This design comes from an exercise in tuning for small area and a short achievable clock period on the open sky130 flow, not from production work. No driver is modelled on the clock port, so clock power and skew are understated where the tree is cut down; a real chip needs a root buffer or a tree. Power figures rest on the tool's default switching activity, not on a simulated workload.

== the reference run ==
==> module fifo_sync, before the edit <==
module fifo_sync #(
     parameter Depth = 64,
     parameter Width = 8)
    (input clk,
     input  resetn,
     input [Width-1:0] data_in,
     input wr_en, rd_en,
     output [Width-1:0] data_out,
     output empty, full);
     reg  [7:0] ta;
     reg  [6:0] tb;
     reg        nempty;       
     reg        full_r;       
     reg        nempty_o;     
     wire [7:0] ta_n;
     wire [6:0] tb_n;
     wire       nempty_n, nempty_o_n, full_n;
     fifo_cnt cnt (
        .wr_en(wr_en), .rd_en(rd_en), .ta(ta), .tb(tb), .nempty(nempty),
        .ta_n(ta_n), .tb_n(tb_n), .nempty_n(nempty_n), .full_n(full_n),
        .full_r(full_r), .nempty_o(nempty_o), .nempty_o_n(nempty_o_n));
     always @(posedge clk or negedge resetn)
        if (!resetn) begin
           ta      <= 8'b0;
           tb      <= 7'b0;
           nempty  <= 1'b0;
           nempty_o <= 1'b0;
           full_r  <= 1'b0;
        end else begin
           ta      <= ta_n;
           tb      <= tb_n;
           nempty  <= nempty_n;
           nempty_o <= nempty_o_n;
           full_r  <= full_n;
        end
     assign empty = ~nempty_o;
     assign full  = full_r;
     wire [Depth:0] vn;
     genvar i;
     generate
        for (i = 0; i < Depth; i = i + 1) begin : dec
           wire a_gt  = ta[i / 8];
           wire a_ge  = (i / 8 == 0) ? 1'b1 : ta[(i / 8 + 7) % 8];
           wire b_gt  = (i % 8 == 7) ? 1'b0 : tb[i % 8 % 7];
           assign vn[i] = ~(a_gt | (a_ge & b_gt));
        end
     endgenerate
     assign vn[Depth] = 1'b1;
     wire rd_n = ~rd_en;
     reg  [Width-1:0] mem [0:Depth-1];
     generate
        for (i = 0; i < Depth; i = i + 1) begin : ent
           wire hold, shift, load;
           wire [Width-1:0] next;
           fifo_nor2 h (.a(rd_en), .b(vn[i]), .y(hold));
           if (i + 1 < Depth) begin : mid
              fifo_nor2 s (.a(rd_n), .b(vn[i+1]), .y(shift));
              fifo_ao21 l (.a(rd_en), .b(vn[i+1]), .c(vn[i]), .y(load));
              assign next = mem[(i + 1) % Depth];
           end else begin : last
              assign shift = 1'b0;
              assign load  = rd_en | vn[i];
              assign next  = {Width{1'b0}};
           end
           wire [Width-1:0] d;
           fifo_sel #(.Width(Width)) sel (
              .hold(hold), .shift(shift), .load(load),
              .cur(mem[i]), .nxt(next), .din(data_in), .d(d));
           always @(posedge clk)
              mem[i] <= d;
        end
     endgenerate
     assign data_out = mem[0];
endmodule
==> module fifo_cnt, before the edit <==
module fifo_cnt (
     input        wr_en, rd_en,
     input  [7:0] ta,
     input  [6:0] tb,
     input        nempty, full_r, nempty_o,
     output [7:0] ta_n,
     output [6:0] tb_n,
     output       nempty_n, full_n, nempty_o_n);
     wire do_write = wr_en & ~ta[7];
     wire [6:0] tb_inc = tb[6] ? 7'b0 : {tb[5:0], 1'b1};
     wire [7:0] ta_inc = tb[6] ? {ta[6:0], 1'b1} : ta;
     wire [6:0] tb_dec = tb[0] ? {1'b0, tb[6:1]} : 7'b1111111;
     wire [7:0] ta_dec = tb[0] ? ta : {1'b0, ta[7:1]};
     wire [17:0] cur = {full_r, nempty_o, nempty, ta, tb};
     wire [17:0] inc = {ta[6] & tb[6], 1'b1, 1'b1, ta_inc, tb_inc};
     wire [17:0] dec = {1'b0, ta[0] | tb[1], ta[0] | tb[1], ta_dec, tb_dec};
     wire [17:0] x0 = do_write ? inc : cur;
     wire [17:0] x1r = do_write ? cur : dec;
     wire [17:0] x1 = nempty ? x1r : x0;
     wire [17:0] nx;
     genvar k;
     generate
        for (k = 0; k < 18; k = k + 1) begin : m
           fifo_mux2 u (.s(rd_en), .a(x0[k]), .b(x1[k]), .y(nx[k]));
        end
     endgenerate
     assign {full_n, nempty_o_n, nempty_n, ta_n, tb_n} = nx;
endmodule
==> module fifo_mux2, before the edit <==
module fifo_mux2 (input s, a, b, output y);
     assign y = s ? b : a;
endmodule
Settings: LEC_CHECK=0, CAP_MARGIN=20, CORE_MARGIN=2, CORE_UTILIZATION=55, SETUP_SLACK_MARGIN=2.25, SLEW_MARGIN=20, SYNTH_HIERARCHICAL=1, SYNTH_MINIMUM_KEEP_SIZE=0; clock period 4.0 ns.
standard.sh (not shown) runs the stock make flow with config.mk's settings and CLKGATE_MAP_FILE= SYNTH_SCRIPT=/design/flow/synth_recipe.tcl, a recipe that flattens the netlist after the stock synthesis.
==> flow/flow/run.sh <==
#!/bin/bash
# The standard ORFS flow (standard.sh), except that the clock tree is built by
# flow/cts_hook.tcl: a two-level tree of root buffers (up to 4 on the clock
# port) feeding leaf buffers at the centres of balanced groups of flip-flops.
set -euo pipefail
here=$(pwd)
export PRE_CTS_TCL=$here/flow/cts_hook.tcl
export MYCTS_LEAVES=${MYCTS_LEAVES:-21}
export MYCTS_ROOTS=${MYCTS_ROOTS:-4}
# port buffers: a plain buffer rather than the delay cell ORFS picks by area
export BUFFER_PORTS_ARGS="-buffer_cell sky130_fd_sc_hd__buf_4"
bash standard.sh finish > "$here/orfs_make.log" 2>&1 || { tail -n 50 "$here/orfs_make.log"; exit 1; }
tail -n 5 "$here/orfs_make.log"
Other scripts of this flow, unchanged in this note and not shown: flow/flow/cts_hook.tcl, flow/flow/mycts.tcl
[inputs] the trial run vs the reference run
==> flow/design.v <==
`timescale 1ns/1ps
module fifo_sync #(
     parameter Depth = 64,
     parameter Width = 8)
    (input clk,
     input  resetn,
     input [Width-1:0] data_in,
     input wr_en, rd_en,
     output [Width-1:0] data_out,
     output empty, full);
     reg  [7:0] ta;
     reg  [6:0] tb;
     reg        nempty;       
     reg        full_r;       
     wire [7:0] ta_n;
     wire [6:0] tb_n;
     wire       nempty_n, full_n;
     fifo_cnt cnt (
        .wr_en(wr_en), .rd_en(rd_en), .ta(ta), .tb(tb), .nempty(nempty),
        .ta_n(ta_n), .tb_n(tb_n), .nempty_n(nempty_n), .full_n(full_n),
        .full_r(full_r));
     always @(posedge clk or negedge resetn)
        if (!resetn) begin
           ta      <= 8'b0;
           tb      <= 7'b0;
           nempty  <= 1'b0;
           full_r  <= 1'b0;
        end else begin
           ta      <= ta_n;
           tb      <= tb_n;
           nempty  <= nempty_n;
           full_r  <= full_n;
        end
     assign empty = ~nempty;
     assign full  = full_r;
     wire [Depth:0] vn;
     genvar i;
     generate
        for (i = 0; i < Depth; i = i + 1) begin : dec
           wire a_gt  = ta[i / 8];
           wire a_ge  = (i / 8 == 0) ? 1'b1 : ta[(i / 8 + 7) % 8];
           wire b_gt  = (i % 8 == 7) ? 1'b0 : tb[i % 8 % 7];
           assign vn[i] = ~(a_gt | (a_ge & b_gt));
        end
     endgenerate
     assign vn[Depth] = 1'b1;
     wire rd_n = ~rd_en;
     reg  [Width-1:0] mem [0:Depth-1];
     generate
        for (i = 0; i < Depth; i = i + 1) begin : ent
           wire hold, shift, load;
           wire [Width-1:0] next;
           fifo_nor2 h (.a(rd_en), .b(vn[i]), .y(hold));
           if (i + 1 < Depth) begin : mid
              fifo_nor2 s (.a(rd_n), .b(vn[i+1]), .y(shift));
              fifo_ao21 l (.a(rd_en), .b(vn[i+1]), .c(vn[i]), .y(load));
              assign next = mem[(i + 1) % Depth];
           end else begin : last
              assign shift = 1'b0;
              assign load  = rd_en | vn[i];
              assign next  = {Width{1'b0}};
           end
           wire [Width-1:0] d;
           fifo_sel #(.Width(Width)) sel (
              .hold(hold), .shift(shift), .load(load),
              .cur(mem[i]), .nxt(next), .din(data_in), .d(d));
           always @(posedge clk)
              mem[i] <= d;
        end
     endgenerate
     assign data_out = mem[0];
endmodule
module fifo_sel #(
     parameter Width = 8)
    (input hold, shift, load,
     input [Width-1:0] cur, nxt, din,
     output [Width-1:0] d);
     assign d = ({Width{hold}}  & cur)
              | ({Width{shift}} & nxt)
              | ({Width{load}}  & din);
endmodule
module fifo_nor2 (input a, b, output y);
     assign y = ~(a | b);
endmodule
module fifo_ao21 (input a, b, c, output y);
     assign y = (a & b) | c;
endmodule
module fifo_cnt (
     input        wr_en, rd_en,
     input  [7:0] ta,
     input  [6:0] tb,
     input        nempty, full_r,
     output [7:0] ta_n,
     output [6:0] tb_n,
     output       nempty_n, full_n);
     wire do_read  = rd_en & nempty;
     wire do_write = wr_en & ~ta[7];
     wire up   = do_write & ~do_read;
     wire down = do_read & ~do_write;
     wire [6:0] tb_inc = tb[6] ? 7'b0 : {tb[5:0], 1'b1};
     wire [7:0] ta_inc = tb[6] ? {ta[6:0], 1'b1} : ta;
     wire [6:0] tb_dec = tb[0] ? {1'b0, tb[6:1]} : 7'b1111111;
     wire [7:0] ta_dec = tb[0] ? ta : {1'b0, ta[7:1]};
     assign tb_n     = up ? tb_inc : down ? tb_dec : tb;
     assign ta_n     = up ? ta_inc : down ? ta_dec : ta;
     assign nempty_n = up | (down ? (ta[0] | tb[1]) : nempty);
     assign full_n   = up ? (ta[6] & tb[6]) : (~down & full_r);
endmodule
Notes after the runs:
- Any difference in average instance area after synthesis between the reference run and the trial run is small enough to ignore.
- Between the reference run and the trial run, all-layer global routing usage decreased.
- Flip-flop and latch share of the layout cell area in the trial run is 2.7 points higher than in the reference run
- The worst-case reg-to-reg path depth number comes out lower for the trial run vs the reference run.
- Comparing the reference run and the trial run, layout filler cell count is higher on the trial run.
- Between the reference run and the trial run, the data arrival time of the critical path is lower for the reference run.
- Going from the reference run to the trial run, weighted congestion reported at the end of routability-driven placement grew slightly.
- The reference run has higher via count than the trial run.
- Sort the reference run and the trial run by share of flip-flops with an asynchronous set or reset, descending, and the reference run comes first.
- The trial run vs the reference run on power: the trial run is the lower one.
- Taking the reference run as the reference, in the trial run post-synthesis sequential area ratio rose 1.1 points; part of the total power dissipated in combinational logic fell 4.7 points; number of global-route vias before repair decreased 436.
No functional check of the RTL was part of any run of this note. In every run of this note, the design's own scripts or RTL, not TritonCTS, make the clock network.

static timing again, ports no longer ideal:
The results above use ideal ports. As a check the final layouts listed here were re-extracted and re-timed, cells and wires unchanged. Step 1 assumes that a clkbuf_16 drives the clock port and a buf_2 every other input. Step 2 adds t to the input delays and takes it off the output delays; t is the mean of the earliest and latest rising clock arrival at the registers after step 1. Input paths then give back, and output paths get back, about the clock's delay inside the block. a / b / c = ideal / step 1 / step 2; a / b = the first two.
| run | t, ns | setup WS [ns] | worst slew at a driven data input, ns |
|---|---|---|---|
| the reference run | 0.471 | 2.186 / 2.134 / 1.814 | 0.07 |
| the trial run | 0.456 | 2.217 / 2.141 / 1.782 | 0.09 |
After both steps every run listed still meets setup and hold. The setup slack of the trial run, which loses most, moves by -0.076 ns with the drivers and by -0.435 ns with both steps.
